Source: an optimization exercise on an open RTL-to-GDS flow (aim: small area). Production flows keep margins and buffers that such runs may drop.
At most, simulation tests tie the RTL to the original design; equivalence was not proved.
No functional check of the RTL was part of run 1.
The flow treats the clock pin as an ideal source, which a real chip does not have.
Power is estimated from default activity; no workload was simulated.

==> design/flow/flow/pre_resize.tcl <==
# Before repair_design: Yosys/ABC sized some gates up for loads it guessed.
# Put every combinational gate back to its smallest size and keep repair_design
# to drive strengths up to 2, so it repairs slew and capacitance with small
# buffers and sizes where the placed loads need them. Setup timing is
# repaired after CTS as usual (this don't-use list only holds for this step).
set_dont_use [get_lib_cells {sky130_fd_sc_hd__*_4 sky130_fd_sc_hd__*_6 sky130_fd_sc_hd__*_8 sky130_fd_sc_hd__*_12 sky130_fd_sc_hd__*_16}]
set n 0
foreach inst [get_cells *] {
  set m [get_property $inst ref_name]
  if {[regexp {^(sky130_fd_sc_hd__[a-z0-9]+)_([0-9]+)$} $m -> base sz] && $sz > 1} {
    if {[string match *clk* $base] || [string match *tap* $base] || [string match *df* $base] || [string match *conb* $base]} continue
    set lc [get_lib_cells -quiet ${base}_1]
    if {$lc == ""} { set lc [get_lib_cells -quiet ${base}_0] }
    if {$lc != ""} { replace_cell $inst $lc; incr n }
  }
}
puts "pre_resize: downsized $n instances"
==> design/flow/config.mk <==
export PLATFORM = sky130hd
export DESIGN_NAME = ev20registerBank
export DESIGN_NICKNAME = ev20registerBank
export VERILOG_FILES = /design/flow/design.v
export SDC_FILE = /design/flow/constraint.sdc
export NUM_CORES = 4
export LEC_CHECK = 0
export CAP_MARGIN = 0
export CORE_MARGIN = 2
export CORE_UTILIZATION = 50
export GPL_TIMING_DRIVEN = 0
export SLEW_MARGIN = 0
export SYNTH_HIERARCHICAL = 1
==> design/flow/flow/run.sh <==
#!/bin/bash
# Own flow: the standard layout (standard.sh, standard synthesis) with:
#  - ports buffered with buf_1;
#  - before repair_design, gates put back to their smallest size (pre_resize.tcl);
#  - the clock inverter (the registers load on the falling edge) kept as the one
#    root of the clock tree instead of being cloned next to every register
#    (pre_cts.tcl); CTS builds the tree below it with clkbuf_16, no dummy loads.
# Each tool's full log is in orfs/logs/...; make's own output is in flow_make.log.
set -euo pipefail
W=$PWD
F=$W/flow
bash standard.sh \
  PRE_RESIZE_TCL=$F/pre_resize.tcl \
  PRE_CTS_TCL=$F/pre_cts.tcl \
  "BUFFER_PORTS_ARGS=-buffer_cell sky130_fd_sc_hd__buf_1" \
  "CTS_ARGS=-sink_clustering_enable -repair_clock_nets -dont_use_dummy_load -buf_list sky130_fd_sc_hd__clkbuf_16 -sink_clustering_size 25 -sink_clustering_max_diameter 100" \
  finish > $W/flow_make.log 2>&1
==> design/flow/design.v <==
module ev20aoi222( input a0, input s0, input a1, input s1, input a2, input s2,
                   output y );
	assign y = ~((a0 & s0) | (a1 & s1) | (a2 & s2));
endmodule
module ev20aoi22( input a0, input s0, input a1, input s1, output y );
	assign y = ~((a0 & s0) | (a1 & s1));
endmodule
module ev20B3BUSA( input [4:0] inSel,
                   input [16*32-1:0] regs,
                   input pol,
                   output [15:0] outputA );
	wire [31:0] sel;
	genvar i, b;
	generate
		for (i = 0; i < 32; i = i + 1) begin : dec
			assign sel[i] = (inSel == i);
		end
		for (b = 0; b < 16; b = b + 1) begin : bt
			wire [31:0] d;
			wire [10:0] g;
			for (i = 0; i < 32; i = i + 1) begin : in
				assign d[i] = regs[16*i + b];
			end
			for (i = 0; i < 10; i = i + 1) begin : grp
				ev20aoi222 u( .a0(d[3*i]), .s0(sel[3*i]), .a1(d[3*i+1]), .s1(sel[3*i+1]),
				              .a2(d[3*i+2]), .s2(sel[3*i+2]), .y(g[i]) );
			end
			ev20aoi22 ul( .a0(d[30]), .s0(sel[30]), .a1(d[31]), .s1(sel[31]), .y(g[10]) );
			assign outputA[b] = (~&g) ^ pol;
		end
	endgenerate
endmodule
module ev20B3BUSB( input [5:0] inSel,
                   input [16*36-1:0] regs,
                   input pol,
                   output [15:0] outputB );
	wire [35:0] sel;
	wire polv = pol & (inSel < 6'd36);
	genvar i, b;
	generate
		for (i = 0; i < 36; i = i + 1) begin : dec
			assign sel[i] = (inSel == i);
		end
		for (b = 0; b < 16; b = b + 1) begin : bt
			wire [35:0] d;
			wire [11:0] g;
			for (i = 0; i < 36; i = i + 1) begin : in
				assign d[i] = regs[16*i + b];
			end
			for (i = 0; i < 12; i = i + 1) begin : grp
				ev20aoi222 u( .a0(d[3*i]), .s0(sel[3*i]), .a1(d[3*i+1]), .s1(sel[3*i+1]),
				              .a2(d[3*i+2]), .s2(sel[3*i+2]), .y(g[i]) );
			end
			assign outputB[b] = (~&g) ^ polv;
		end
	endgenerate
endmodule
module ev20hold( input dn, input en, input s, input en_n, output y );
	assign y = ~((s | en) & (dn | en_n));
endmodule
module ev20registerBank( input CK5,
                         input [4:0] selA,
                         input [5:0] selB,
                         input [5:0] selC,
                         input [15:0] Cbus,
                         input [15:0] ToW,
                         input MR,
                         output [15:0] toA,
                         output [15:0] toB,
                         output [15:0] FromW );
	reg pol;
	always @(negedge CK5)
		pol <= ~pol;
	wire [15:0] dnC = Cbus ^ {16{pol}};
	wire [15:0] dnW = (MR ? ToW : Cbus) ^ {16{pol}};
	wire [16*36-1:0] regs;
	genvar i, b;
	generate
		for (i = 0; i < 36; i = i + 1) begin : r
			wire en = (i == 34) ? (MR | (selC == i)) : (selC == i);
			wire en_n = (i == 34) ? ~(MR | (selC == i)) : (selC != i);
			wire [15:0] dn = (i == 34) ? dnW : dnC;
			wire [15:0] nx;
			reg [15:0] q;
			for (b = 0; b < 16; b = b + 1) begin : bt
				ev20hold h( .dn(dn[b]), .en(en), .s(q[b]), .en_n(en_n), .y(nx[b]) );
			end
			always @(negedge CK5)
				q <= nx;
			assign regs[16*i +: 16] = q;
		end
	endgenerate
	ev20B3BUSA busA( .inSel(selA), .regs(regs[16*32-1:0]), .pol(pol), .outputA(toA) );
	ev20B3BUSB busB( .inSel(selB), .regs(regs), .pol(pol), .outputB(toB) );
	assign FromW = regs[16*34 +: 16] ^ {16{pol}};
endmodule
==> design/flow/flow/pre_cts.tcl <==
# The registers load on the falling edge of CK5, so synthesis puts one inverter
# on the clock. Keep that single inverter as the root of the clock tree instead
# of cloning it next to every register (one inverter per flip-flop).
proc repair_clock_inverters {args} { puts "repair_clock_inverters: kept the single clock inverter" }
==> design/flow/constraint.sdc <==
create_clock -name core_clock -period 12.0 [get_ports {CK5}]
set_input_delay 2.4000 -clock core_clock [delete_from_list [all_inputs] [get_ports {CK5}]]
set_output_delay 2.4000 -clock core_clock [all_outputs]
set_load 0.01 [all_outputs]
==> design/flow/standard.sh <==
#!/bin/bash
# synth_recipe.tcl (not shown) runs the flow's synth.tcl, then flattens the netlist and writes it again
# the make line also repeats each setting of config.mk as NAME=value (left out here)
make -C /OpenROAD-flow-scripts/flow DESIGN_CONFIG=/design/flow/config.mk WORK_HOME=/design/flow/orfs CLKGATE_MAP_FILE= SYNTH_SCRIPT=/design/flow/synth_recipe.tcl "${@:-finish}"
==> run notes, run 1 <==
global-route wire length before repair around 140 mm; total track usage 42.4%; Synth Area per Inst 10.9 sq um; Die Y 212 um; Internal Power a little over 0.003 W; initial antenna violation count 0; std cell rows 76; post-DR vias/cell about 8; # setup viols final 0; Syn Inst Count between 1,500 and 2,000; power density cells 186 nW/um^2; Die ar. 44,900 sq um; Filler cells about 3,900; max-slew violations 34; dominant cells by area after synthesis dfxtp_1 (53%), o22ai_1 (17%), a222oi_1 (16%); Post-Route WL 98.9 mm; total number of vias between 20,000 and 25,000; vias in the first global route roughly 20,000; Layout Cells excl Fill approximately 2,700; hold bufs inserted after CTS 0; gr ovfl total 0; post-synthesis sequential area ratio 53.5%; CTS tree yes; share of cells above drive strength 1 about 5.1%; Clock Skew between 0.05 and 0.06 ns; initial detailed-routing violation count around 5,500; Critical Path RT about 9.6 ns; net switching fraction of the power between 30 and 40%; Worst Path Max Fanout 3; most frequent cells in the layout dfxtp_1 (577), o22ai_1 (576), a222oi_1 (352); total CTS buffers 27; Reg power frac between 60% and 70%; Failing Checks capacitance limit, slew limit; commonest non-fill, non-tap cell in the layout dfxtp_1; setup repair after global routing missed its margin no; biggest area consumer among synthesized cells dfxtp_1; Initial Utilization 50.4%; Fin Setup TNS 0 ns; Net Switching 0.00134 W; Pwr Total between 0.004 and 0.005 W; HPWL after DPL roughly 67 mm; Min-Delay Path Class reg2reg; IO Pins between 90 and 100; yosys warns 7; count of distinct cell types in the synthesized netlist 39; Hold Vio Cnt, Final 0; Seq cells post-synth 577; area of the core between 40,000 and 50,000 sq um; Routed Antenna Nets 0; Worst R2R Setup Slack 8.60 ns; Resized Gates After CTS 0; max cap viols 2; worst hold slack 0.453 ns; nets@finish 2,187; TritonRoute pass-1 iters 13; status finished with violations; Comb power frac between 10% and 20%; clock slew at reported path FFs around 0.11 ns; slew at the pin closest to its max-slew limit around 1.6 ns; I/O Buffers between 90 and 100; gpl congestion about 1.1; mapped cell area about 22,000 sq um; area grow syn2layout 9.23%; post-CTS repair timing setup buffer count 0; Mapped Nets a little over 2,000; Die Width 212 um; Clock Sinks a little under 600; largest net degree at the start of global routing 26; WP data arrival roughly 9.6 ns; Layout Utilization between 50% and 60%; Clk pwr share about a quarter; Worst Setup Start Kind flip-flop; DP Cell Count roughly 2,700; Rel. slew slack -4.55%; DRC errors left 0; Post-synth EDFFs 0; ys flop type dfxtp_1; kind of end point of the critical path primary output; clock latency on the worst-skew pair 0.97 ns; worst vdd ir 134 uV; drt wl/cell roughly 36 um; leakage 7.90 nW; FFs w/ async S/R, synth 0%; post-synth top area share between 50% and 60%; critical path class reg2out
final timing paths:
path                    from           to  cells after the start
setup / recovery  r[15].q[5]       toB[5]                      5
hold / removal    r[33].q[9]   r[33].q[9]                      1
setup reg to reg         pol  r[17].q[11]                      5
hold reg to reg   r[33].q[9]   r[33].q[9]                      1
Yosys stat by module, one instance, submodules excluded:
module	cells	times used	cell area, sq um
ev20B3BUSB	141	1	807
ev20hold	1	576	6.26
ev20B3BUSA	130	1	731
ev20aoi222	1	352	10.0
ev20aoi22	1	16	12.5
ev20registerBank	761	1	12700
cells by family after synthesis:
logic type,synth area share [%]
XOR/XNOR,3.24
multiplexers,0.741
AO/OA/AOI/OAI,34.0
flip-flops,53.5
AND/OR/NAND/NOR,7.81
buffers and inverters,0.712
flip-flops by register name (all words and copies together) (netlist names):
signal  count
pol         1
r.q       576
per-layer routing:
layer,routed length [um],up-vias,GRT usage (%)
met3,14500,254,11.5
met1,38200,11000,60.8
li1,-,9159,-
met5,124,-,2.11
met4,5830,2,20.1
met2,40200,1930,58.4
cell usage after synthesis (4+ instances only):
cell type / n
dfxtp_1: 577
o22ai_1: 576
a222oi_1: 352
nor2_1: 107
nand4_1: 80
xor2_1: 48
nand2_1: 46
nor3_1: 32
xnor2_1: 32
nand3_1: 19
a22oi_2: 16
clkbuf_1: 16
mux2i_1: 16
buf_2: 11
nand2b_1: 6
or4b_2: 4
metrics by stage:
step / setup slack [ns] / cell area (sq um)
6_report: 0.0258 / 23600
5_1_grt: 0.0126 / 23600
4_1_cts: 0.211 / 23500
3_5_place_dp: 0.697 / 22800
3_3_place_gp: 0.216 / 22700
2_1_floorplan: 1.99 / 21600
worst max-delay path, stage by stage (launching register included):
cell,delay [ns]
dfxtp_1,0.35
a222oi_1,0.80
nand4_1,0.51
nor3_1,0.56
xor2_1,0.21
buf_1,0.17
power groups by stage:
stage | registers (W) | logic, W | clock network [W]
after detailed placement | 0.00275 | 0.000602 | 0.000290
after floorplan | 0.00267 | 0.000410 | 0.000290
after CTS | 0.00271 | 0.000601 | 0.00103
after global routing | 0.00278 | 0.000662 | 0.00109
after global placement | 0.00273 | 0.000575 | 0.000290
final | 0.00272 | 0.000631 | 0.00104
cell type report:
cell class              count  area, sq um  share of cell area (%)
flip-flops and latches    577        11600                    48.9
multi-input cells        1367         9980                    42.3
well taps                 585          732                    3.10
clock buffers              27          676                    2.86
repair buffers            131          542                    2.30
plain buffers              29          109                   0.461
inverters                   3         11.3                  0.0477
diodes                      1         2.50                  0.0106
==> inputs of run 2 (changes only) <==
--- a/design/flow/design.v
+++ b/design/flow/design.v
@@ -35,7 +35,7 @@
                    input pol,
                    output [15:0] outputB );
 	wire [35:0] sel;
-	wire polv = pol & (inSel < 6'd36);
+	wire polv = pol & (inSel < 6'd36) & (inSel != 6'd34);
 	genvar i, b;
 	generate
 		for (i = 0; i < 36; i = i + 1) begin : dec
@@ -58,6 +58,9 @@
 module ev20hold( input dn, input en, input s, input en_n, output y );
 	assign y = ~((s | en) & (dn | en_n));
 endmodule
+module ev20holdw( input d, input en, input q, input en_n, output y );
+	assign y = (d & en) | (q & en_n);
+endmodule
 module ev20registerBank( input CK5,
                          input [4:0] selA,
                          input [5:0] selB,
@@ -72,18 +75,21 @@
 	always @(negedge CK5)
 		pol <= ~pol;
 	wire [15:0] dnC = Cbus ^ {16{pol}};
-	wire [15:0] dnW = (MR ? ToW : Cbus) ^ {16{pol}};
+	wire [15:0] dW = MR ? ToW : Cbus;
 	wire [16*36-1:0] regs;
 	genvar i, b;
 	generate
 		for (i = 0; i < 36; i = i + 1) begin : r
 			wire en = (i == 34) ? (MR | (selC == i)) : (selC == i);
 			wire en_n = (i == 34) ? ~(MR | (selC == i)) : (selC != i);
-			wire [15:0] dn = (i == 34) ? dnW : dnC;
 			wire [15:0] nx;
 			reg [15:0] q;
 			for (b = 0; b < 16; b = b + 1) begin : bt
-				ev20hold h( .dn(dn[b]), .en(en), .s(q[b]), .en_n(en_n), .y(nx[b]) );
+				if (i == 34) begin : w
+					ev20holdw h( .d(dW[b]), .en(en), .q(q[b]), .en_n(en_n), .y(nx[b]) );
+				end else begin : p
+					ev20hold h( .dn(dnC[b]), .en(en), .s(q[b]), .en_n(en_n), .y(nx[b]) );
+				end
 			end
 			always @(negedge CK5)
 				q <= nx;
@@ -92,5 +98,5 @@
 	endgenerate
 	ev20B3BUSA busA( .inSel(selA), .regs(regs[16*32-1:0]), .pol(pol), .outputA(toA) );
 	ev20B3BUSB busB( .inSel(selB), .regs(regs), .pol(pol), .outputB(toB) );
-	assign FromW = regs[16*34 +: 16] ^ {16{pol}};
+	assign FromW = regs[16*34 +: 16];
 endmodule
--- a/design/flow/flow/pre_resize.tcl
+++ b/design/flow/flow/pre_resize.tcl
@@ -3,7 +3,7 @@
 # to drive strengths up to 2, so it repairs slew and capacitance with small
 # buffers and sizes where the placed loads need them. Setup timing is
 # repaired after CTS as usual (this don't-use list only holds for this step).
-set_dont_use [get_lib_cells {sky130_fd_sc_hd__*_4 sky130_fd_sc_hd__*_6 sky130_fd_sc_hd__*_8 sky130_fd_sc_hd__*_12 sky130_fd_sc_hd__*_16}]
+set_dont_use [get_lib_cells {sky130_fd_sc_hd__*_6 sky130_fd_sc_hd__*_8 sky130_fd_sc_hd__*_12 sky130_fd_sc_hd__*_16}]
 set n 0
 foreach inst [get_cells *] {
   set m [get_property $inst ref_name]
--- a/design/flow/config.mk
+++ b/design/flow/config.mk
@@ -5,9 +5,9 @@
 export SDC_FILE = /design/flow/constraint.sdc
 export NUM_CORES = 4
 export LEC_CHECK = 0
-export CAP_MARGIN = 0
+export CAP_MARGIN = 15
 export CORE_MARGIN = 2
 export CORE_UTILIZATION = 50
 export GPL_TIMING_DRIVEN = 0
-export SLEW_MARGIN = 0
+export SLEW_MARGIN = 15
 export SYNTH_HIERARCHICAL = 1
==> run 2 against run 1 <==
Net effect: the layout fails its checks (setup timing); synthesized cell count shrank 1.8%; combinational power about the same; power about the same; largest cell class unchanged; cell area rose by 0.30%.
==> run notes, run 2 <==
Critical R2R Capture r[21].q[6]; clock latency on the worst-skew pair 0.97 ns (about the same); top cells by count, synth dfxtp_1 (577), o22ai_1 (560), a222oi_1 (352); Worst R2R Setup Slack 8.67 ns (+0.07 ns); yosys warns 7 (unchanged); Net Switching 0.00134 W (about the same); Post-synth EDFFs 0 (unchanged); biggest area consumer among synthesized cells dfxtp_1; post-DR vias/cell 8.37 (+2.0%); Die ar. 44,400 sq um (-1.1%); TritonRoute pass-1 iters 13 (unchanged); WP data arrival 9.65 ns (+0.08 ns); worst hold start r[32].q[10]; Syn Inst Count 1,940 (-1.8%); hold bufs inserted after CTS 0 (unchanged); initial antenna violation count 0 (unchanged); initial detailed-routing violation count 5,254 (-4.6%); HPWL after DPL 68.0 mm (+1.3%); Fin Setup TNS -0.0472 ns (-0.0472 ns); Clock Skew 0.0579 ns (-0.00146 ns); area grow syn2layout 10.8%; status finished with violations; Resized Gates After CTS 0 (unchanged); std cell rows 75 (-1.3%); max cap viols 0 (-2); max-slew violations 0 (-100%); Ant. Diodes 0 (-1); Worst Setup Slack, final -0.0472 ns (-0.0730 ns); ys flop type dfxtp_1; Pwr Total 0.00439 W (about the same); net switching fraction of the power 30.5% (about the same); critical path class reg2out; Min-Delay Path Class reg2reg; I/O Buffers 95 (unchanged); DP Cell Count 2,612 (-2.9%); Clock Sinks 577 (unchanged); mapped cell area 21,400 sq um (-1.1%); R2R Path Start pol; largest net degree at the start of global routing 26 (unchanged); gr ovfl total 0 (unchanged); Regs by FF count r.q (576), pol (1); setup repair after global routing missed its margin no; Die Width 211 um (-0.53%); # setup viols final 1 (+1); Comb power frac 14.4% (about the same); Routed Antenna Nets 0 (unchanged); global-route wire length before repair 137 mm (-1.6%); post-synthesis sequential area ratio 54.0% (+0.59 points); Filler cells 3,759 (-2.8%); dominant cells by area after synthesis dfxtp_1 (54%), a222oi_1 (16%), o22ai_1 (16%); power density cells 185 nW/um^2 (-0.29%); Clk pwr share 23.5% (about the same); area of the core 42,000 sq um (-2.0%); nets@finish 2,157 (-1.4%); R2R depth 5 (unchanged); worst vdd ir 121 uV (-9.8%); Critical Path RT 9.60 ns (about the same); gpl congestion 1.04 (-1.3%); clock slew at reported path FFs 0.11 ns (about the same); DRC errors left 0 (unchanged); most frequent cells in the layout dfxtp_1 (577), o22ai_1 (560), a222oi_1 (352); post-CTS repair timing setup buffer count 0 (unchanged); Hold Path Depth 1 (unchanged); Initial Utilization 50.8% (+0.46 points); Mapped Nets 1,991 (-1.8%); kind of end point of the critical path primary output; Failing Checks setup timing; total number of vias 22,100 (-0.93%); max reg flops 576 (unchanged); leakage 7.86 nW (-0.54%); Post-Route WL 97.4 mm (-1.5%); IO Pins 99 (unchanged); CTS tree yes; FFs w/ async S/R, synth 0% (unchanged); total track usage 41.8% (-0.58 points); vias in the first global route 19,800 (-0.73%); slew at the pin closest to its max-slew limit 1.34 ns (-0.218 ns); placed cell area 22,900 sq um (+0.25%); commonest non-fill, non-tap cell in the layout dfxtp_1; Top reg by flops r.q; Layout Cells excl Fill 2,643 (-2.8%); Synth Area per Inst 11.0 sq um (+0.75%); worst hold slack 0.453 ns (+0.000102 ns); Hold Vio Cnt, Final 0 (unchanged); drt wl/cell 36.8 um (+1.3%); Seq cells post-synth 577 (unchanged); Reg power frac 62.0% (about the same); most common cell in the netlist dfxtp_1; Die Y 211 um (-0.53%); Rel. slew slack 10.0% (+15 points); worst hold path endpoint r[32].q[10]; Post-Layout Inst Area 23,700 sq um (+0.30%); share of cells above drive strength 1 7.32% (+2.2 points); post-synth top area share 54.0% (+0.59 points); total CTS buffers 27 (unchanged); count of distinct cell types in the synthesized netlist 38 (-2.6%); Worst Path Max Fanout 3 (unchanged); Worst Setup Start Kind flip-flop; Internal Power 0.00305 W (about the same)
-- run 2: cell types whose count changed after synthesis, sizes merged, moves of 2 or more --
cell	delta
and2b	-2
o22ai	-16
clkbuf	-2
mux2i	-16
mux2	+16
xnor2	-16
buf	-2
xor2	-16
a22o	+16
nor2b	+3
-- run 2: cell type report --
cell class / instances / area (sq um) / share of cell area, %
Clock buffer: 27 / 676 / 2.85
Sequential cell: 577 / 11600 / 48.8
Buffer: 25 / 96.3 / 0.407
Inverter: 2 / 7.51 / 0.0317
Timing Repair Buffer: 137 / 629 / 2.66
Tap cell: 539 / 674 / 2.85
Multi-Input combinational cell: 1336 / 10000 / 42.4
-- run 2: stage by stage --
| step | worst slack, ns | util (%) |
|---|---|---|
| detailed placement | 0.764 | 54.5 |
| CTS | 0.126 | 56.1 |
| global route | 0.0928 | 56.3 |
| finish | -0.0472 | 56.3 |
| global placement | 0.0938 | 53.3 |
| floorplan | 1.99 | - |
-- run 2: cells by family after synthesis --
group / synth area share [%]
flip-flops: 54.0
buffers and inverters: 0.650
AND/OR/NAND/NOR: 7.88
multiplexers: 0.843
XOR/XNOR: 1.97
AO/OA/AOI/OAI: 34.6
-- run 2: power groups by stage --
| stage | clock [W] | combinational [W] | sequential, W |
|---|---|---|---|
| 3_5_place_dp | 0.000290 | 0.000605 | 0.00275 |
| 5_1_grt | 0.00110 | 0.000661 | 0.00277 |
| 6_report | 0.00103 | 0.000633 | 0.00272 |
| 3_3_place_gp | 0.000290 | 0.000572 | 0.00273 |
| 4_1_cts | 0.00104 | 0.000602 | 0.00271 |
| 2_1_floorplan | 0.000290 | 0.000402 | 0.00267 |
-- run 2: routing by layer --
metal / global-route usage, % / vias up / wire [um]
met5: 1.67 / - / 77
met2: 59.0 / 1789 / 40400
li1: - / 9095 / -
met4: 18.4 / 2 / 5290
met3: 13.6 / 226 / 14800
met1: 58.0 / 11000 / 36800
-- run 2: worst max path at each step --
stage	start	depth (start not counted)	endpoint
2_1_floorplan	selC[5]	3	r[16].q[15]
3_3_place_gp	Cbus[0]	3	r[16].q[0]
3_5_place_dp	selC[3]	5	r[11].q[11]
4_1_cts	r[12].q[14]	5	toA[14]
5_1_grt	r[12].q[14]	5	toA[14]
6_report	r[15].q[14]	5	toA[14]
-- run 2: critical path: stages (launching register included) --
cell	delay (ns)
dfxtp_1	0.34
a222oi_1	0.87
nand4_1	0.37
nor3_1	0.70
xnor2_1	0.21
buf_1	0.17
-- run 2: modules after synthesis (local to each module, per instance) --
module | cells inside | cell area (sq um) | flops+latches | times used
ev20B3BUSB | 141 | 812 | 0 | 1
ev20holdw | 1 | 8.76 | 0 | 16
ev20registerBank | 725 | 12500 | 577 | 1
ev20aoi22 | 1 | 12.5 | 0 | 16
ev20hold | 1 | 6.26 | 0 | 560
ev20aoi222 | 1 | 10.0 | 0 | 352
ev20B3BUSA | 130 | 731 | 0 | 1
==> inputs of run 3 (changes only) <==
--- a/design/flow/flow/run.sh
+++ b/design/flow/flow/run.sh
@@ -4,7 +4,7 @@
 #  - before repair_design, gates put back to their smallest size (pre_resize.tcl);
 #  - the clock inverter (the registers load on the falling edge) kept as the one
 #    root of the clock tree instead of being cloned next to every register
-#    (pre_cts.tcl); CTS builds the tree below it with clkbuf_16, no dummy loads.
+#    (pre_cts.tcl), as a clkinv_4; CTS builds the tree below it with clkbuf_16, no dummy loads.
 # Each tool's full log is in orfs/logs/...; make's own output is in flow_make.log.
 set -euo pipefail
 W=$PWD
==> design/flow/flow/pre_cts.tcl (replaced) <==
# The registers load on the falling edge of CK5, so synthesis puts one inverter
# on the clock. Keep that single inverter as the root of the clock tree instead
# of cloning it next to every register (one inverter per flip-flop), and give
# it the drive of a clkinv_4 for the clock tree it now drives.
proc repair_clock_inverters {args} { puts "repair_clock_inverters: kept the single clock inverter" }
set ck [[ord::get_db_block] findNet CK5]
foreach it [$ck getITerms] {
  set inst [$it getInst]
  if {[string match sky130_fd_sc_hd__*inv_* [[$inst getMaster] getName]]} {
    puts "pre_cts: clock inverter [$inst getName] [[$inst getMaster] getName] -> clkinv_4"
    replace_cell [get_cells [$inst getName]] [get_lib_cells sky130_fd_sc_hd__clkinv_4]
  }
}
--- a/design/flow/flow/pre_resize.tcl
+++ b/design/flow/flow/pre_resize.tcl
@@ -1,6 +1,6 @@
 # Before repair_design: Yosys/ABC sized some gates up for loads it guessed.
 # Put every combinational gate back to its smallest size and keep repair_design
-# to drive strengths up to 2, so it repairs slew and capacitance with small
+# to drive strengths up to 4, so it repairs slew and capacitance with small
 # buffers and sizes where the placed loads need them. Setup timing is
 # repaired after CTS as usual (this don't-use list only holds for this step).
 set_dont_use [get_lib_cells {sky130_fd_sc_hd__*_6 sky130_fd_sc_hd__*_8 sky130_fd_sc_hd__*_12 sky130_fd_sc_hd__*_16}]
--- a/design/flow/config.mk
+++ b/design/flow/config.mk
@@ -5,9 +5,10 @@
 export SDC_FILE = /design/flow/constraint.sdc
 export NUM_CORES = 4
 export LEC_CHECK = 0
-export CAP_MARGIN = 15
+export CAP_MARGIN = 20
 export CORE_MARGIN = 2
 export CORE_UTILIZATION = 50
 export GPL_TIMING_DRIVEN = 0
-export SLEW_MARGIN = 15
+export SETUP_SLACK_MARGIN = 0.6
+export SLEW_MARGIN = 20
 export SYNTH_HIERARCHICAL = 1
==> run 3 against run 2 <==
Net effect: cell area rose by 0.27%; combinational power rose by 0.9%; clock skew is essentially flat; critical path depth unchanged; largest cell class unchanged; register-to-register slack hardly changed; non-clock buffer count shrank 16; synthesized cell count unchanged; worst setup slack better by 0.40 ns; first-iteration DRC count decreased by 5.3%; critical endpoint is now toA[11]; hold slack worse by 0.0071 ns; the run now finishes clean; sequential power hardly changed.
==> run notes, run 3 <==
Regs by FF count r.q (576), pol (1); Hold Vio Cnt, Final 0 (unchanged); post-CTS repair timing setup buffer count 0 (unchanged); Filler cells 3,733 (-0.69%); crit path from r[15].q[11]; CP top delay family compound AO/OA/AOI/OAI gates; global-route wire length before repair 138 mm (+0.33%); post-synth top area share 54.0% (unchanged); std cell rows 75 (unchanged); net switching fraction of the power 30.5% (about the same); top cells by count, synth dfxtp_1 (577), o22ai_1 (560), a222oi_1 (352); area grow syn2layout 11.1%; Crit. path cell count 5 (unchanged); Clock Skew 0.0584 ns (+0.000498 ns); dominant cells by area after synthesis dfxtp_1 (54%), a222oi_1 (16%), o22ai_1 (16%); Post-Route WL 97.3 mm (-0.10%); Internal Power 0.00306 W (+0.14%); Die Width 211 um (unchanged); biggest area consumer among synthesized cells dfxtp_1; kind of end point of the critical path primary output; R2R Path Start pol; worst stage delay on the critical path 0.97 ns (+0.10 ns); Critical Path RT 9.60 ns (about the same); ys flop type dfxtp_1; Comb power frac 14.5% (about the same); commonest non-fill, non-tap cell in the layout dfxtp_1; count of distinct cell types in the synthesized netlist 38 (unchanged); CTS tree yes; Worst Setup Start Kind flip-flop; clock slew at reported path FFs 0.10 ns (about the same); number of buffer and inverter stages on the critical path 1 (unchanged); total CTS buffers 27 (unchanged); IO Pins 99 (unchanged); max reg flops 576 (unchanged); share of cells above drive strength 1 8.86% (+1.5 points); # setup viols final 0 (-1); Worst Setup Slack, final 0.355 ns (+0.402 ns); Rel. slew slack 14.6% (+4.6 points); clock latency on the worst-skew pair 0.70 ns (-0.27 ns); Worst R2R Setup Slack 8.68 ns (about the same); Pwr Total 0.00439 W (+0.11%); Worst Path Max Fanout 3 (unchanged); hold bufs inserted after CTS 0 (unchanged); critical path class reg2out; Die ar. 44,400 sq um (unchanged); Routed Antenna Nets 0 (unchanged); Clk pwr share 23.5% (about the same); Syn Inst Count 1,940 (unchanged); status no timing/DRC/antenna violations; nets@finish 2,141 (-0.74%); leakage 7.79 nW (-0.95%); Synth Area per Inst 11.0 sq um (unchanged); area of the core 42,000 sq um (unchanged); drt wl/cell 37.0 um (+0.50%); I/O Buffers 95 (unchanged); FFs w/ async S/R, synth 0% (unchanged); Place WS 0.753 ns (-0.0109 ns); Mapped Nets 1,991 (unchanged); R2R depth 5 (unchanged); Layout Utilization 56.5% (+0.15 points); most frequent cells in the layout dfxtp_1 (577), o22ai_1 (560), a222oi_1 (352); TritonRoute pass-1 iters 14 (+1); Post-synth EDFFs 0 (unchanged); power density cells 185 nW/um^2 (-0.16%); post-DR vias/cell 8.40 (+0.43%); total number of vias 22,100 (-0.18%); gpl congestion 1.04 (unchanged); DRC errors left 0 (unchanged); Net Switching 0.00134 W (about the same); post-synthesis sequential area ratio 54.0% (unchanged); setup repair after global routing missed its margin yes; Top reg by flops r.q; Reg power frac 61.9% (about the same); Clock Sinks 577 (unchanged); most common cell in the netlist dfxtp_1; Crit-path slowest cell a222oi_1; Critical R2R Capture r[21].q[6]; Die Y 211 um (unchanged); initial antenna violation count 2 (+2); Fin Setup TNS 0 ns (+0.0472 ns); slew at the pin closest to its max-slew limit 1.26 ns (-0.0811 ns); vias in the first global route 19,900 (+0.33%); gr ovfl total 0 (unchanged); worst setup path endpoint toA[11]; worst hold slack 0.446 ns (-0.00708 ns); worst hold start r[32].q[1]; initial detailed-routing violation count 4,976 (-5.3%); WP data arrival 9.24 ns (-0.41 ns); crit path cell chain a222oi_1 -> nand4_1 -> nor3_4 -> xnor2_1 -> buf_1; yosys warns 7 (unchanged); Seq cells post-synth 577 (unchanged); HPWL after DPL 67.6 mm (-0.56%); Ant. Diodes 0 (unchanged); largest net degree at the start of global routing 26 (unchanged); Min-Delay Path Class reg2reg; Initial Utilization 50.8% (unchanged); total track usage 41.9% (+0.12 points); max-slew violations 0 (unchanged); mapped cell area 21,400 sq um (unchanged); worst vdd ir 125 uV (+3.3%); max cap viols 0 (unchanged)
[run 3: cell families (layout without fill, tap and decap cells)]
| group | after synthesis | after routing | share of synthesized area, % |
|---|---|---|---|
| XOR/XNOR | 48 | 48 | 1.97 |
| AND/OR/NAND/NOR | 325 | 325 | 7.88 |
| flip-flops | 577 | 577 | 54.0 |
| AO/OA/AOI/OAI | 947 | 947 | 34.6 |
| buffers and inverters | 27 | 175 | 0.650 |
| multiplexers | 16 | 16 | 0.843 |
[run 3: power by group through the flow]
stage	Combinational, W	Clock (W)	Sequential, W
floorplan	0.000402	0.000290	0.00267
global placement	0.000572	0.000290	0.00273
detailed placement	0.000606	0.000290	0.00275
CTS	0.000605	0.00103	0.00271
global route	0.000670	0.00109	0.00278
finish	0.000639	0.00103	0.00272
[run 3: through the flow]
step,instance area (sq um),cells
floorplan,21400,1940
global placement,22400,2574
detailed placement,22900,2600
CTS,23600,2627
global route,23700,2627
finish,23700,2627
[run 3: metal layers]
metal	vias up	global-route usage, %	wire length (um)
met2	1749	58.7	39700
met1	11000	58.5	38100
li1	9078	-	-
met5	-	1.22	25
met4	4	20.2	5860
met3	244	12.7	13500
[run 3: worst min path at each step]
| stage | cells after the start | slack (ns) | endpoint |
|---|---|---|---|
| floorplan | 1 | 0.42 | r[33].q[0] |
| global placement | 1 | 0.43 | r[33].q[4] |
| detailed placement | 1 | 0.44 | r[35].q[10] |
| CTS | 1 | 0.44 | r[32].q[1] |
| global route | 1 | 0.45 | r[32].q[1] |
| finish | 1 | 0.45 | r[32].q[1] |
[run 3: final cells by class]
cell class	instances	area [sq um]	area share, %
Timing Repair Buffer	121	541	2.28
Sequential cell	577	11600	48.7
Tap cell	539	674	2.84
Multi-Input combinational cell	1336	10200	42.9
Inverter	2	12.5	0.0527
Clock buffer	27	676	2.85
Buffer	25	97.6	0.411
[run 3: per-module statistics from Yosys (local to each module, per instance), a selection]
module            cells inside  flops+latches  times used  area [sq um]
ev20B3BUSA                 130              0           1           731
ev20aoi22                    1              0          16          12.5
ev20aoi222                   1              0         352          10.0
ev20hold                     1              0         560          6.26
ev20holdw                    1              0          16          8.76
ev20registerBank           725            577           1         12500
[run 3: timing repair]
action                     4_1_cts  5_1_grt
gates cloned                     0        0
resized for setup                4        9
pin swaps                        2       12
setup endpoints to repair        5        7
==> inputs of run 4 (changes only) <==
==> design/flow/config.mk (replaced) <==
export PLATFORM = sky130hd
export DESIGN_NAME = ev20registerBank
export DESIGN_NICKNAME = ev20registerBank
export VERILOG_FILES = /design/flow/design.v
export SDC_FILE = /design/flow/constraint.sdc
export NUM_CORES = 4
export LEC_CHECK = 0
export CAP_MARGIN = 15
export CORE_MARGIN = 2
export CORE_UTILIZATION = 50
export GPL_TIMING_DRIVEN = 0
export SETUP_SLACK_MARGIN = 0.3
export SLEW_MARGIN = 15
export SYNTH_HIERARCHICAL = 1
==> run 4 against run 3 <==
Net effect: die area is the same; via count increased by 0.55%; still clean on timing, DRC and antenna; synthesized cell count did not move; critical endpoint is now toA[14]; sequential cell count is the same; power barely moved; worst setup slack lost 0.12 ns; routed wire length hardly changed; clock power about the same; clock-buffer cell count stayed put; final cell count up 0.61%; largest power group unchanged.
==> run notes, run 4 <==
WP data arrival 9.36 ns (+0.12 ns); HPWL after DPL 68.0 mm (+0.56%); crit path cell chain a222oi_1 -> nand4_1 -> nor3_1 -> xnor2_1 -> buf_1; Regs by FF count r.q (576), pol (1); Top reg by flops r.q; placed cell area 22,900 sq um (-0.13%); Post-synth EDFFs 0 (unchanged); Ant. Diodes 0 (unchanged); power density cells 185 nW/um^2 (+0.16%); I/O Buffers 95 (unchanged); Internal Power 0.00305 W (about the same); total CTS buffers 27 (unchanged); mapped cell area 21,400 sq um (unchanged); post-CTS repair timing setup buffer count 0 (unchanged); Seq. cell area 11,600 sq um (unchanged); post-DR vias/cell 8.40 (about the same); CTS tree yes; DRC errors left 0 (unchanged); initial antenna violation count 0 (-2); Critical Path RT 9.60 ns (about the same); commonest non-fill, non-tap cell in the layout dfxtp_1; std cell rows 75 (unchanged); area of the core 42,000 sq um (unchanged); IO Pins 99 (unchanged); # setup viols final 0 (unchanged); Clock Sinks 577 (unchanged); Comb power frac 14.4% (about the same); Place WS 0.764 ns (+0.0109 ns); global-route wire length before repair 137 mm (-0.33%); dominant cells by area after synthesis dfxtp_1 (54%), a222oi_1 (16%), o22ai_1 (16%); worst vdd ir 121 uV (-3.3%); total number of vias 22,200 (+0.55%); Worst Setup Slack, final 0.236 ns (-0.119 ns); Reg power frac 62.0% (about the same); setup repair after global routing missed its margin no; critical path class reg2out; Syn Inst Count 1,940 (unchanged); clock slew at reported path FFs 0.11 ns (about the same); Crit-path slowest cell a222oi_1; total track usage 41.8% (-0.12 points); net switching fraction of the power 30.5% (about the same); Die Y 211 um (unchanged); share of cells above drive strength 1 7.37% (-1.5 points); Min-Delay Path Class reg2reg; Clk pwr share 23.5% (about the same); post-synth top area share 54.0% (unchanged); gpl congestion 1.04 (unchanged); top cells by count, synth dfxtp_1 (577), o22ai_1 (560), a222oi_1 (352); slew at the pin closest to its max-slew limit 1.29 ns (+0.0275 ns); Routed Antenna Nets 0 (unchanged); clock latency on the worst-skew pair 0.70 ns (about the same); Seq cells post-synth 577 (unchanged); most frequent cells in the layout dfxtp_1 (577), o22ai_1 (560), a222oi_1 (352); nets@finish 2,157 (+0.75%); max reg flops 576 (unchanged); Fin Setup TNS 0 ns (unchanged); kind of end point of the critical path primary output; Pwr Total 0.00439 W (about the same); Worst Path Max Fanout 3 (unchanged); Synth Area per Inst 11.0 sq um (unchanged); hold bufs inserted after CTS 0 (unchanged); area grow syn2layout 10.8%; yosys warns 7 (unchanged); status no timing/DRC/antenna violations; Layout Utilization 56.3% (-0.14 points); Die Width 211 um (unchanged); TritonRoute pass-1 iters 14 (unchanged); Post-Layout Inst Area 23,700 sq um (-0.25%); Filler cells 3,758 (+0.67%); FFs w/ async S/R, synth 0% (unchanged); gr ovfl total 0 (unchanged); Die ar. 44,400 sq um (unchanged); multi-input logic area 10,000 sq um (-1.4%); worst stage delay on the critical path 0.89 ns (-0.08 ns); post-synthesis sequential area ratio 54.0% (unchanged); max cap viols 0 (unchanged); count of distinct cell types in the synthesized netlist 38 (unchanged); Resized Gates After CTS 0 (-4); largest net degree at the start of global routing 26 (unchanged); Worst Setup Start Kind flip-flop; biggest area consumer among synthesized cells dfxtp_1; drt wl/cell 36.8 um (-0.57%); Rel. slew slack 12.7% (-1.9 points); Mapped Nets 1,991 (unchanged); most common cell in the netlist dfxtp_1; Post-Route WL 97.3 mm (about the same); Hold Vio Cnt, Final 0 (unchanged); Clock Skew 0.0570 ns (-0.00137 ns); vias in the first global route 19,800 (-0.33%); max-slew violations 0 (unchanged); leakage 7.86 nW (+0.95%); Initial Utilization 50.8% (unchanged); Net Switching 0.00134 W (-0.13%); initial detailed-routing violation count 5,251 (+5.5%); ys flop type dfxtp_1
## run 4: critical path, delay by kind of cell, from the launching register on
| family | cells | cell delay [ns] |
|---|---|---|
| xor+xnor | 1 | 0.21 |
| compound gates | 1 | 0.89 |
| buf+inv | 1 | 0.17 |
| simple gates | 2 | 1.04 |
| flops | 1 | 0.35 |
## run 4: per-module statistics from Yosys (local to each module, per instance)
module,flip-flops and latches,copies in the design,cells inside
ev20B3BUSA,0,1,130
ev20B3BUSB,0,1,141
ev20aoi22,0,16,1
ev20aoi222,0,352,1
ev20hold,0,560,1
ev20holdw,0,16,1
ev20registerBank,577,1,725
## run 4: path summary, 6_finish.rpt
path | from | endpoint | slack (ns) | cells after the start
min reg2reg | r[32].q[10] | r[32].q[10] | 0.45 | 1
max | r[15].q[14] | toA[14] | 0.24 | 5
min | r[32].q[10] | r[32].q[10] | 0.45 | 1
max reg2reg | pol | r[21].q[6] | 8.66 | 5
## run 4: logic make-up (layout without fill, tap and decap cells)
logic type                count (synthesis)  count (layout)  share of synthesized area, %
buffers and inverters                    27             191                         0.650
muxes                                    16              16                         0.843
xor gates and xnor gates                 48              48                          1.97
DFF                                     577             577                          54.0
AOI/OAI and AO/OA                       947             947                          34.6
and+or+nand+nor                         325             325                          7.88
## run 4: area by class of cell
class / count / share of cell area, %
multi-input combinational: 1336 / 42.4
buffer: 25 / 0.407
sequential: 577 / 48.8
clock buffer: 27 / 2.85
timing repair buffer: 137 / 2.66
tap: 539 / 2.85
inverter: 2 / 0.0528
## run 4: per-layer routing
layer | wire length, um | GRT usage (%) | part of all wire, %
met1 | 37200 | 58.0 | 38
met2 | 40100 | 59.0 | 41
met3 | 14700 | 13.6 | 15
met4 | 5270 | 18.4 | 5.4
met5 | 77 | 1.67 | 0.079
## run 4: power by group through the flow
stage	registers, W	clock network [W]	logic [W]
after floorplan	0.00267	0.000290	0.000402
after CTS	0.00271	0.00104	0.000602
after global routing	0.00277	0.00110	0.000661
after global placement	0.00273	0.000290	0.000572
final	0.00272	0.00103	0.000633
after detailed placement	0.00275	0.000290	0.000605
## run 4: per-stage QoR
stage	hold WS [ns]	std cells
after detailed placement	0.438	2612
after global placement	0.429	2574
final	0.453	2643
after global routing	0.461	2643
after floorplan	0.421	1940
after CTS	0.452	2639
==> inputs of run 5 (changes only) <==
--- a/design/flow/flow/pre_resize.tcl
+++ b/design/flow/flow/pre_resize.tcl
@@ -4,6 +4,7 @@
 # buffers and sizes where the placed loads need them. Setup timing is
 # repaired after CTS as usual (this don't-use list only holds for this step).
 set_dont_use [get_lib_cells {sky130_fd_sc_hd__*_6 sky130_fd_sc_hd__*_8 sky130_fd_sc_hd__*_12 sky130_fd_sc_hd__*_16}]
+set_dont_use [get_lib_cells {sky130_fd_sc_hd__xor2_2 sky130_fd_sc_hd__xor2_4 sky130_fd_sc_hd__xnor2_2 sky130_fd_sc_hd__xnor2_4}]
 set n 0
 foreach inst [get_cells *] {
   set m [get_property $inst ref_name]
==> run 5 against run 4 <==
Net effect: clock skew fell by 0.0013 ns; final cell count rose by 1.8%; sequential cell count did not move; die area did not move; critical endpoint unchanged; combinational power barely moved.
==> run notes, run 5 <==
CTS tree yes; Synth Area per Inst 11.0 sq um (unchanged); Worst R2R Setup Slack 8.34 ns (-0.32 ns); total CTS buffers 27 (unchanged); drt wl/cell 36.5 um (-0.96%); Pwr Total 0.00439 W (about the same); Post-Layout Inst Area 23,600 sq um (-0.40%); biggest area consumer among synthesized cells dfxtp_1; global-route wire length before repair 139 mm (+0.93%); clock latency on the worst-skew pair 0.69 ns (about the same); gr ovfl total 0 (unchanged); most common cell in the netlist dfxtp_1; Clock Skew 0.0557 ns (-0.00133 ns); post-synth top area share 54.0% (unchanged); ys flop type dfxtp_1; Hold Vio Cnt, Final 0 (unchanged); dominant cells by area after synthesis dfxtp_1 (54%), a222oi_1 (16%), o22ai_1 (16%); Post-synth EDFFs 0 (unchanged); gpl congestion 1.04 (unchanged); leakage 7.97 nW (+1.5%); post-DR vias/cell 8.29 (-1.3%); commonest non-fill, non-tap cell in the layout dfxtp_1; share of cells above drive strength 1 8.83% (+1.5 points); std cell rows 75 (unchanged); Layout Utilization 56.1% (-0.23 points); Filler cells 3,788 (+0.80%); Die ar. 44,400 sq um (unchanged); kind of end point of the critical path primary output; HPWL after DPL 69.0 mm (+1.5%); slew at the pin closest to its max-slew limit 1.38 ns (+0.0911 ns); initial detailed-routing violation count 5,124 (-2.4%); post-CTS repair timing setup buffer count 0 (unchanged); max reg flops 576 (unchanged); Resized Gates After CTS 0 (unchanged); Die Width 211 um (unchanged); Ant. Diodes 0 (unchanged); Die Y 211 um (unchanged); vias in the first global route 20,000 (+0.58%); Min-Delay Path Class reg2reg; post-synthesis sequential area ratio 54.0% (unchanged); TritonRoute pass-1 iters 17 (+3); critical path class reg2out; Top reg by flops r.q; Initial Utilization 50.8% (unchanged); DRC errors left 0 (unchanged); Layout Cells excl Fill 2,690 (+1.8%); Worst Setup Start Kind flip-flop; worst vdd ir 105 uV (-13%); Worst Path Max Fanout 3 (unchanged); initial antenna violation count 0 (unchanged); Clock Sinks 577 (unchanged); IO Pins 99 (unchanged); Mapped Nets 1,991 (unchanged); FFs w/ async S/R, synth 0% (unchanged); I/O Buffers 95 (unchanged); power density cells 186 nW/um^2 (+0.35%); worst hold start r[35].q[14]; area of the core 42,000 sq um (unchanged); yosys warns 7 (unchanged); status no timing/DRC/antenna violations; largest net degree at the start of global routing 26 (unchanged); nets@finish 2,204 (+2.2%); Hold Path Depth 1 (unchanged); mapped cell area 21,400 sq um (unchanged); Rel. slew slack 7.51% (-5.2 points); # setup viols final 0 (unchanged); R2R depth 7 (+2); top cells by count, synth dfxtp_1 (577), o22ai_1 (560), a222oi_1 (352); WP data arrival 9.44 ns (+0.08 ns); DP Cell Count 2,661 (+1.9%); max-slew violations 0 (unchanged); worst hold path endpoint r[35].q[14]; hold bufs inserted after CTS 0 (unchanged); Fin Setup TNS 0 ns (unchanged); max cap viols 0 (unchanged); area grow syn2layout 10.3%; R2R Path Start pol; total number of vias 22,300 (+0.47%); most frequent cells in the layout dfxtp_1 (577), o22ai_1 (560), a222oi_1 (352); count of distinct cell types in the synthesized netlist 38 (unchanged); Critical Path RT 9.60 ns (about the same); total track usage 42.1% (+0.31 points); Syn Inst Count 1,940 (unchanged); setup repair after global routing missed its margin no; Post-Route WL 98.1 mm (+0.80%); clock slew at reported path FFs 0.11 ns (about the same); Critical R2R Capture r[1].q[14]; Regs by FF count r.q (576), pol (1); placed cell area 22,800 sq um (-0.42%); Seq cells post-synth 577 (unchanged); Routed Antenna Nets 0 (unchanged)
run 5: metal layers:
metal | wire [um] | up-vias | track usage, %
li1 | - | 9185 | -
met1 | 37500 | 11000 | 58.6
met2 | 40500 | 1854 | 60.1
met3 | 14800 | 233 | 13.4
met4 | 5260 | 0 | 17.4
met5 | 0 | - | 0
run 5: layout make-up:
cell class                 instances  area (sq um)  share of cell area, %
clock buffer                      27           676                   2.86
inverter                           2          12.5                 0.0531
timing repair buffer             184           822                   3.49
tap                              539           674                   2.86
multi-input combinational       1336          9750                   41.4
sequential                       577         11600                   49.0
buffer                            25          93.8                  0.398
run 5: where the power goes:
group	internal, W	switching, W
registers	0.00238	0.000350
logic	0.000274	0.000358
clock network	0.000405	0.000626
total	0.00305	0.00133
run 5: worst max-delay path by stage:
stage / start / to / slack, ns / cells past startpoint
6_report: r[15].q[14] / toA[14] / 0.16 / 5
4_1_cts: r[12].q[14] / toA[14] / 0.43 / 5
3_3_place_gp: Cbus[0] / r[16].q[0] / 0.09 / 3
3_5_place_dp: selC[3] / r[9].q[10] / 0.81 / 5
2_1_floorplan: selC[5] / r[16].q[15] / 1.99 / 3
5_1_grt: r[15].q[11] / toA[11] / 0.33 / 5
run 5: through the flow:
step | hold WS (ns) | worst slack [ns]
global route | 0.463 | 0.327
detailed placement | 0.437 | 0.813
finish | 0.448 | 0.156
CTS | 0.448 | 0.431
floorplan | 0.421 | 1.99
global placement | 0.429 | 0.0938
run 5: logic make-up after synthesis:
logic type	synth area share, %
xor+xnor	1.97
mux	0.843
simple gates	7.88
buf+inv	0.650
flops	54.0
compound gates	34.6
run 5: critical path, stage by stage, from the launching register on:
cell and delay (ns):
dfxtp_1 0.34, a222oi_1 0.90, nand4_1 0.41, nor3_1 0.71
xnor2_1 0.20, buf_1 0.17
run 5: per-module statistics from Yosys (local to each module, per instance):
module / copies in the design / area, sq um
ev20B3BUSA: 1 / 731
ev20B3BUSB: 1 / 812
ev20aoi22: 16 / 12.5
ev20aoi222: 352 / 10.0
ev20hold: 560 / 6.26
ev20holdw: 16 / 8.76
ev20registerBank: 1 / 12500
==> inputs of run 6 (changes only) <==
--- a/design/flow/flow/run.sh
+++ b/design/flow/flow/run.sh
@@ -13,5 +13,5 @@
   PRE_RESIZE_TCL=$F/pre_resize.tcl \
   PRE_CTS_TCL=$F/pre_cts.tcl \
   "BUFFER_PORTS_ARGS=-buffer_cell sky130_fd_sc_hd__buf_1" \
-  "CTS_ARGS=-sink_clustering_enable -repair_clock_nets -dont_use_dummy_load -buf_list sky130_fd_sc_hd__clkbuf_16 -sink_clustering_size 25 -sink_clustering_max_diameter 100" \
+  "CTS_ARGS=-sink_clustering_enable -repair_clock_nets -dont_use_dummy_load -buf_list sky130_fd_sc_hd__clkbuf_16 -sink_clustering_size 27 -sink_clustering_max_diameter 100" \
   finish > $W/flow_make.log 2>&1
==> run 6 against run 5 <==
Net effect: power decreased by 0.78%; combinational power hardly changed; clock-buffer cell count decreased by 2; critical path type unchanged; final cell count about the same.
==> run notes, run 6 <==
Die Width 211 um (unchanged); share of cells above drive strength 1 8.70% (-0.13 points); worst stage delay on the critical path 0.94 ns (+0.04 ns); CTS tree yes; Hold Vio Cnt, Final 0 (unchanged); max reg flops 576 (unchanged); Rel. slew slack 6.15% (-1.4 points); Clock Skew 0.0381 ns (-0.0176 ns); initial antenna violation count 0 (unchanged); initial detailed-routing violation count 5,346 (+4.3%); Worst Setup Start Kind flip-flop; Top reg by flops r.q; gr ovfl total 0 (unchanged); ys flop type dfxtp_1; post-CTS repair timing setup buffer count 0 (unchanged); Syn Inst Count 1,940 (unchanged); area grow syn2layout 10.1%; Post-synth EDFFs 0 (unchanged); multi-input logic area 9750 sq um (about the same); Initial Utilization 50.8% (unchanged); Clock Sinks 577 (unchanged); Synth Area in Compound Gates 34.6% (unchanged); Synth Area in XOR/XNOR 1.97% (unchanged); main combinational cell family by area after synthesis compound AO/OA/AOI/OAI gates; total track usage 42.1% (about the same); number of buffer and inverter stages on the critical path 1 (unchanged); Fin Setup TNS 0 ns (unchanged); largest net degree at the start of global routing 28 (+7.7%); drt wl/cell 36.4 um (-0.11%); post-DR vias/cell 8.28 (-0.13%); most frequent cells in the layout dfxtp_1 (577), o22ai_1 (560), a222oi_1 (352); worst hold slack 0.450 ns (+0.00135 ns); worst vdd ir 115 uV (+9.8%); Worst Path Max Fanout 3 (unchanged); WP data arrival 9.52 ns (+0.08 ns); post-synth top area share 54.0% (unchanged); Critical Path RT 9.60 ns (about the same); std cell rows 75 (unchanged); most common cell in the netlist dfxtp_1; area of the core 42,000 sq um (unchanged); biggest area consumer among synthesized cells dfxtp_1; nets@finish 2,202 (-0.091%); max cap viols 0 (unchanged); commonest non-fill, non-tap cell in the layout dfxtp_1; FFs w/ async S/R, synth 0% (unchanged); Adder-Cell Fraction of Synth Area 0% (unchanged); slew at the pin closest to its max-slew limit 1.40 ns (+0.0204 ns); Post-Synth Simple-Gate Area 7.88% (unchanged); HPWL after DPL 69.0 mm (unchanged); total CTS buffers 25 (-7.4%); Regs by FF count r.q (576), pol (1); yosys warns 7 (unchanged); vias in the first global route 20,000 (+0.10%); Ant. Diodes 0 (unchanged); Min-Delay Path Class reg2reg; TritonRoute pass-1 iters 14 (-3); clock latency on the worst-skew pair 0.70 ns (about the same); Filler cells 3,793 (+0.13%); kind of end point of the critical path primary output; total number of vias 22,300 (-0.21%); Seq cells post-synth 577 (unchanged); Seq. cell area 11,600 sq um (unchanged); DP Cell Count 2,661 (unchanged); dominant cells by area after synthesis dfxtp_1 (54%), a222oi_1 (16%), o22ai_1 (16%); placed cell area 22,800 sq um (unchanged); power density cells 185 nW/um^2 (-0.56%); Synth Area per Inst 11.0 sq um (unchanged); # setup viols final 0 (unchanged); status no timing/DRC/antenna violations; Routed Antenna Nets 0 (unchanged); max-slew violations 0 (unchanged); hold bufs inserted after CTS 0 (unchanged); leakage 7.95 nW (-0.31%); CP top delay family simple AND/OR/NAND/NOR gates; mapped cell area 21,400 sq um (unchanged); Layout Cells excl Fill 2,688 (-0.074%); setup repair after global routing missed its margin no; crit path cell chain a222oi_1 -> nand4_1 -> nor3_1 -> xnor2_1 -> buf_1; clock slew at reported path FFs 0.11 ns (about the same); count of distinct cell types in the synthesized netlist 38 (unchanged); share of synthesized area spent on multiplexers 0.843% (unchanged); top cells by count, synth dfxtp_1 (577), o22ai_1 (560), a222oi_1 (352); Mapped Nets 1,991 (unchanged); DRC errors left 0 (unchanged); Post-Layout Inst Area 23,500 sq um (-0.22%); Die Y 211 um (unchanged); Resized Gates After CTS 0 (unchanged); IO Pins 99 (unchanged); global-route wire length before repair 138 mm (about the same); Crit-path slowest cell a222oi_1; Post-Route WL 97.9 mm (-0.19%); post-synthesis sequential area ratio 54.0% (unchanged); I/O Buffers 95 (unchanged); critical path class reg2out; gpl congestion 1.04 (unchanged); Die ar. 44,400 sq um (unchanged)
run 6: logic make-up after synthesis:
logic type,after synthesis
xor gates and xnor gates,48
AOI/OAI and AO/OA,947
DFF,577
and+or+nand+nor,325
muxes,16
buffers and inverters,27
run 6: final cells by class:
type	count	area share, %
plain buffers	25	0.399
clock buffers	25	2.66
inverters	2	0.0532
repair buffers	184	3.49
flip-flops and latches	577	49.1
well taps	539	2.87
multi-input cells	1336	41.4
run 6: worst paths after layout:
check                   start           to  slack (ns)  depth (start not counted)
hold reg to reg    r[32].q[9]   r[32].q[9]        0.45                          1
setup reg to reg          pol  r[10].q[14]        8.23                          7
hold / removal     r[32].q[9]   r[32].q[9]        0.45                          1
setup / recovery  r[15].q[14]      toA[14]        0.08                          5
run 6: Yosys stat by module (local to each module, per instance):
module	area (sq um)	cells inside	copies in the design	flip-flops and latches
ev20registerBank	12500	725	1	577
ev20B3BUSA	731	130	1	0
ev20aoi222	10.0	1	352	0
ev20aoi22	12.5	1	16	0
ev20hold	6.26	1	560	0
ev20B3BUSB	812	141	1	0
ev20holdw	8.76	1	16	0
run 6: report_power, final:
group	switching [W]	internal (W)	leakage, nW
Combinational	0.000359	0.000274	2.69
Sequential	0.000349	0.00238	4.95
Clock	0.000619	0.000377	0.312
Total	0.00133	0.00303	7.95
run 6: per-layer routing:
layer  vias to the layer above  part of all wire (%)  wire (um)  global-route usage (%)
met5                         -                  0.10         99                    1.67
met2                      1854                    41      40600                    59.7
met3                       235                    15      14600                    13.2
li1                       9176                     -          -                       -
met4                         2                   5.3       5220                    18.0
met1                     11000                    38      37400                    58.7
run 6: metrics by stage:
stage / power, W / setup slack, ns / util [%]
final: 0.00435 / 0.0838 / 56.0
after global routing: 0.00450 / 0.321 / 56.0
after CTS: 0.00430 / 0.468 / 55.8
after detailed placement: 0.00364 / 0.813 / 54.3
after global placement: 0.00359 / 0.0938 / 53.3
after floorplan: 0.00336 / 1.99 / -
==> inputs of run 7 (changes only) <==
==> design/flow/design.v (replaced) <==
module ev20aoi222( input a0, input s0, input a1, input s1, input a2, input s2,
                   output y );
	assign y = ~((a0 & s0) | (a1 & s1) | (a2 & s2));
endmodule
module ev20aoi22( input a0, input s0, input a1, input s1, output y );
	assign y = ~((a0 & s0) | (a1 & s1));
endmodule
module ev20B3BUSA( input [4:0] inSel,
                   input [16*32-1:0] regs,
                   output [15:0] outputA );
	wire [31:0] sel;
	genvar i, b;
	generate
		for (i = 0; i < 32; i = i + 1) begin : dec
			assign sel[i] = (inSel == i);
		end
	endgenerate
	generate
		for (b = 0; b < 16; b = b + 1) begin : bt
			wire [31:0] d;
			wire [10:0] g;
			for (i = 0; i < 32; i = i + 1) begin : in
				assign d[i] = regs[16*i + b];
			end
			for (i = 0; i < 10; i = i + 1) begin : grp
				ev20aoi222 u( .a0(d[3*i]), .s0(sel[3*i]), .a1(d[3*i+1]), .s1(sel[3*i+1]),
				              .a2(d[3*i+2]), .s2(sel[3*i+2]), .y(g[i]) );
			end
			ev20aoi22 ul( .a0(d[30]), .s0(sel[30]), .a1(d[31]), .s1(sel[31]), .y(g[10]) );
			assign outputA[b] = ~&g;
		end
	endgenerate
endmodule
module ev20B3BUSB( input [5:0] inSel,
                   input [16*36-1:0] regs,
                   output [15:0] outputB );
	wire [35:0] sel;
	genvar i, b;
	generate
		for (i = 0; i < 36; i = i + 1) begin : dec
			assign sel[i] = (inSel == i);
		end
		for (b = 0; b < 16; b = b + 1) begin : bt
			wire [35:0] d;
			wire [11:0] g;
			for (i = 0; i < 36; i = i + 1) begin : in
				assign d[i] = regs[16*i + b];
			end
			for (i = 0; i < 12; i = i + 1) begin : grp
				ev20aoi222 u( .a0(d[3*i]), .s0(sel[3*i]), .a1(d[3*i+1]), .s1(sel[3*i+1]),
				              .a2(d[3*i+2]), .s2(sel[3*i+2]), .y(g[i]) );
			end
			assign outputB[b] = ~&g;
		end
	endgenerate
endmodule
module ev20hold( input d, input en, input q, input en_n, output y );
	assign y = (d & en) | (q & en_n);
endmodule
module ev20registerBank( input CK5,
                         input [4:0] selA,
                         input [5:0] selB,
                         input [5:0] selC,
                         input [15:0] Cbus,
                         input [15:0] ToW,
                         input MR,
                         output [15:0] toA,
                         output [15:0] toB,
                         output [15:0] FromW );
	wire [16*36-1:0] regs;
	genvar i, b;
	generate
		for (i = 0; i < 36; i = i + 1) begin : r
			wire en = (i == 34) ? (MR | (selC == i)) : (selC == i);
			wire en_n = (i == 34) ? ~(MR | (selC == i)) : (selC != i);
			wire [15:0] d = (i == 34) ? (MR ? ToW : Cbus) : Cbus;
			wire [15:0] nx;
			reg [15:0] q;
			for (b = 0; b < 16; b = b + 1) begin : bt
				ev20hold h( .d(d[b]), .en(en), .q(q[b]), .en_n(en_n), .y(nx[b]) );
			end
			always @(negedge CK5)
				q <= nx;
			assign regs[16*i +: 16] = q;
		end
	endgenerate
	ev20B3BUSA busA( .inSel(selA), .regs(regs[16*32-1:0]), .outputA(toA) );
	ev20B3BUSB busB( .inSel(selB), .regs(regs), .outputB(toB) );
	assign FromW = regs[16*34 +: 16];
endmodule
--- a/design/flow/flow/run.sh
+++ b/design/flow/flow/run.sh
@@ -13,5 +13,5 @@
   PRE_RESIZE_TCL=$F/pre_resize.tcl \
   PRE_CTS_TCL=$F/pre_cts.tcl \
   "BUFFER_PORTS_ARGS=-buffer_cell sky130_fd_sc_hd__buf_1" \
-  "CTS_ARGS=-sink_clustering_enable -repair_clock_nets -dont_use_dummy_load -buf_list sky130_fd_sc_hd__clkbuf_16 -sink_clustering_size 27 -sink_clustering_max_diameter 100" \
+  "CTS_ARGS=-sink_clustering_enable -repair_clock_nets -dont_use_dummy_load -buf_list sky130_fd_sc_hd__clkbuf_16 -sink_clustering_size 25 -sink_clustering_max_diameter 100" \
   finish > $W/flow_make.log 2>&1
==> run 7 against run 6 <==
Net effect: synthesized area rose by 4.6%; clock power grew 4%; still clean; hold slack better by 0.033 ns; sequential share of layout area decreased by 1.9 points; final cell count decreased by 2.6%; critical endpoint is now toB[5]; critical path depth down 1; clock skew down 0.038 ns; highest routed layer unchanged; critical path type unchanged; cell area grew 3.8%; register-to-register slack improved by 3.1 ns.
==> run notes, run 7 <==
Post-synth EDFFs 0 (unchanged); area of the core 44,200 sq um (+5.2%); TritonRoute pass-1 iters 13 (-1); Mapped Nets 1,927 (-3.2%); Die ar. 46,400 sq um (+4.5%); WP data arrival 9.08 ns (-0.44 ns); area grow syn2layout 9.25%; Die Width 215 um (+2.2%); Worst Path Max Fanout 3 (unchanged); Hold Vio Cnt, Final 0 (unchanged); total track usage 39.3% (-2.8 points); largest net degree at the start of global routing 34 (+21%); max-slew violations 0 (unchanged); share of cells above drive strength 1 7.87% (-0.83 points); power density cells 173 nW/um^2 (-6.8%); crit path from r[12].q[5]; Syn Inst Count 1,876 (-3.3%); total number of vias 21,500 (-3.3%); Clk pwr share 24.6% (+1.7 points); Net Switching 0.00121 W (-8.6%); Regs by FF count r.q (576); slew at the pin closest to its max-slew limit 1.25 ns (-0.156 ns); FFs w/ async S/R, synth 0% (unchanged); gr ovfl total 0 (unchanged); I/O Buffers 95 (unchanged); top cells by count, synth a22o_1 (576), dfxtp_1 (576), a222oi_1 (352); max reg flops 576 (unchanged); Comb power frac 14.1% (-0.5 points); status no timing/DRC/antenna violations; worst hold path endpoint r[33].q[11]; biggest area consumer among synthesized cells dfxtp_1; Resized Gates After CTS 0 (unchanged); Seq cells post-synth 576 (-0.17%); leakage 9.37 nW (+18%); Fin Setup TNS 0 ns (unchanged); HPWL after DPL 64.2 mm (-7.0%); drt wl/cell 36.7 um (+0.85%); ys flop type dfxtp_1; Critical R2R Capture r[26].q[14]; placed cell area 23,600 sq um (+3.5%); total CTS buffers 27 (+8.0%); DRC errors left 0 (unchanged); initial detailed-routing violation count 4,793 (-10%); post-DR vias/cell 8.22 (-0.69%); CTS tree yes; hold bufs inserted after CTS 0 (unchanged); clock slew at reported path FFs 0.10 ns (about the same); Internal Power 0.00300 W (-0.90%); Min-Delay Path Class reg2reg; std cell rows 77 (+2.7%); gpl congestion 1.07 (+3.0%); Die Y 215 um (+2.2%); Critical Path RT 9.60 ns (about the same); Worst Setup Start Kind flip-flop; yosys warns 7 (unchanged); max cap viols 0 (unchanged); post-synthesis sequential area ratio 51.6% (-2.5 points); # setup viols final 0 (unchanged); Worst R2R Setup Slack 11.32 ns (+3.09 ns); kind of end point of the critical path primary output; worst vdd ir 108 uV (-5.8%); R2R depth 1 (-6); count of distinct cell types in the synthesized netlist 31 (-18%); Pwr Total 0.00421 W (-3.2%); Rel. slew slack 16.6% (+10 points); Post-Layout Inst Area 24,400 sq um (+3.8%); Routed Antenna Nets 0 (unchanged); worst hold start r[33].q[11]; R2R Path Start r[26].q[14]; net switching fraction of the power 28.8% (-1.7 points); Filler cells 3,816 (+0.61%); nets@finish 2,074 (-5.8%); global-route wire length before repair 137 mm (-1.4%); post-synth top area share 51.6% (-2.5 points); Initial Utilization 50.6% (-0.29 points); Post-Route WL 96.2 mm (-1.8%); post-CTS repair timing setup buffer count 0 (unchanged); mapped cell area 22,400 sq um (+4.6%); initial antenna violation count 8 (+8); IO Pins 99 (unchanged); most frequent cells in the layout a22o_1 (576), dfxtp_1 (576), a222oi_1 (352); critical path class reg2out; setup repair after global routing missed its margin no; clock latency on the worst-skew pair 0.70 ns (about the same); Reg power frac 61.3% (-1.3 points); Synth Area per Inst 11.9 sq um (+8.1%); Clock Skew 0 ns (-0.0381 ns); vias in the first global route 19,300 (-3.2%); Top reg by flops r.q; Clock Sinks 576 (-0.17%); dominant cells by area after synthesis dfxtp_1 (52%), a22o_1 (23%), a222oi_1 (16%); Hold Path Depth 1 (unchanged)
run 7: cell count changes after synthesis, sizes merged, moves of 2 or more:
cell     before  now
nand4bb       3    6
nand2        46   38
nor2        107  104
nor3         33    0
buf          11    6
o22ai       560    0
or4b          4    8
xor2         32    0
a22o         16  576
nor2b         6    2
or3           1   33
nand3        19   17
xnor2        16    0
run 7: worst max path at each step:
stage | end | slack, ns | depth (start not counted)
after global routing | toA[8] | 0.33 | 4
final | toB[5] | 0.52 | 4
after floorplan | r[0].q[0] | 2.15 | 5
after CTS | toA[8] | 0.57 | 4
after global placement | r[1].q[11] | 1.17 | 5
after detailed placement | r[4].q[13] | 1.02 | 5
run 7: per-module statistics from Yosys, one instance, submodules excluded:
module / times used / cells inside / flip-flops and latches / cell area (sq um)
ev20registerBank: 1 / 705 / 576 / 12300
ev20aoi22: 16 / 1 / 0 / 12.5
ev20B3BUSB: 1 / 116 / 0 / 678
ev20B3BUSA: 1 / 111 / 0 / 602
ev20hold: 576 / 1 / 0 / 8.76
ev20aoi222: 352 / 1 / 0 / 10.0
run 7: kinds of logic (layout without fill, tap and decap cells):
family,count (synthesis),in the layout,share of synthesized area [%]
compound gates,946,946,39.3
buf+inv,21,166,0.386
flops,576,576,51.6
mux,16,16,0.806
simple gates,317,317,7.94
other cells,0,5,0
run 7: metal layers:
layer / wire (um) / vias to the layer above / GRT usage, % / part of all wire, %
met1: 37800 / 10700 / 55.5 / 39
met4: 5070 / 2 / 17.8 / 5.3
li1: - / 8844 / - / -
met3: 13800 / 203 / 11.5 / 14
met2: 39400 / 1739 / 55.0 / 41
met5: 103 / - / 1.67 / 0.11
run 7: area by class of cell:
cell class                      instances  area [sq um]  share of cell area (%)
Sequential cell                       576         11500                    47.2
Multi-Input combinational cell       1279         10800                    44.4
Tap cell                              592           741                    3.03
Clock buffer                           27           676                    2.77
Timing Repair Buffer                  118           544                    2.23
Buffer                                 20          75.1                   0.307
Antenna cell                            5          12.5                  0.0512
Inverter                                1          8.76                  0.0359
run 7: metrics by stage:
stage                     hold slack, ns  instances  utilization, %  worst slack, ns
final                              0.482       2618            55.2            0.523
after global routing               0.499       2616            55.2            0.334
after CTS                          0.480       2608            54.9            0.571
after detailed placement           0.454       2581            53.4             1.02
after global placement             0.456       2563            53.0             1.17
after floorplan                    0.442       1876               -             2.15
run 7: power groups by stage:
stage	logic (W)	registers, W	clock network [W]
4_1_cts	0.000571	0.00257	0.00104
6_report	0.000595	0.00258	0.00104
5_1_grt	0.000624	0.00263	0.00110
2_1_floorplan	0.000388	0.00254	0.000290
3_5_place_dp	0.000571	0.00260	0.000290
3_3_place_gp	0.000549	0.00259	0.000290
run 7: critical path, cell delays in order (launching register included):
cell,delay (ns)
dfxtp_1,0.34
a222oi_1,0.94
nand4_1,0.44
or3_1,0.50
buf_1,0.14
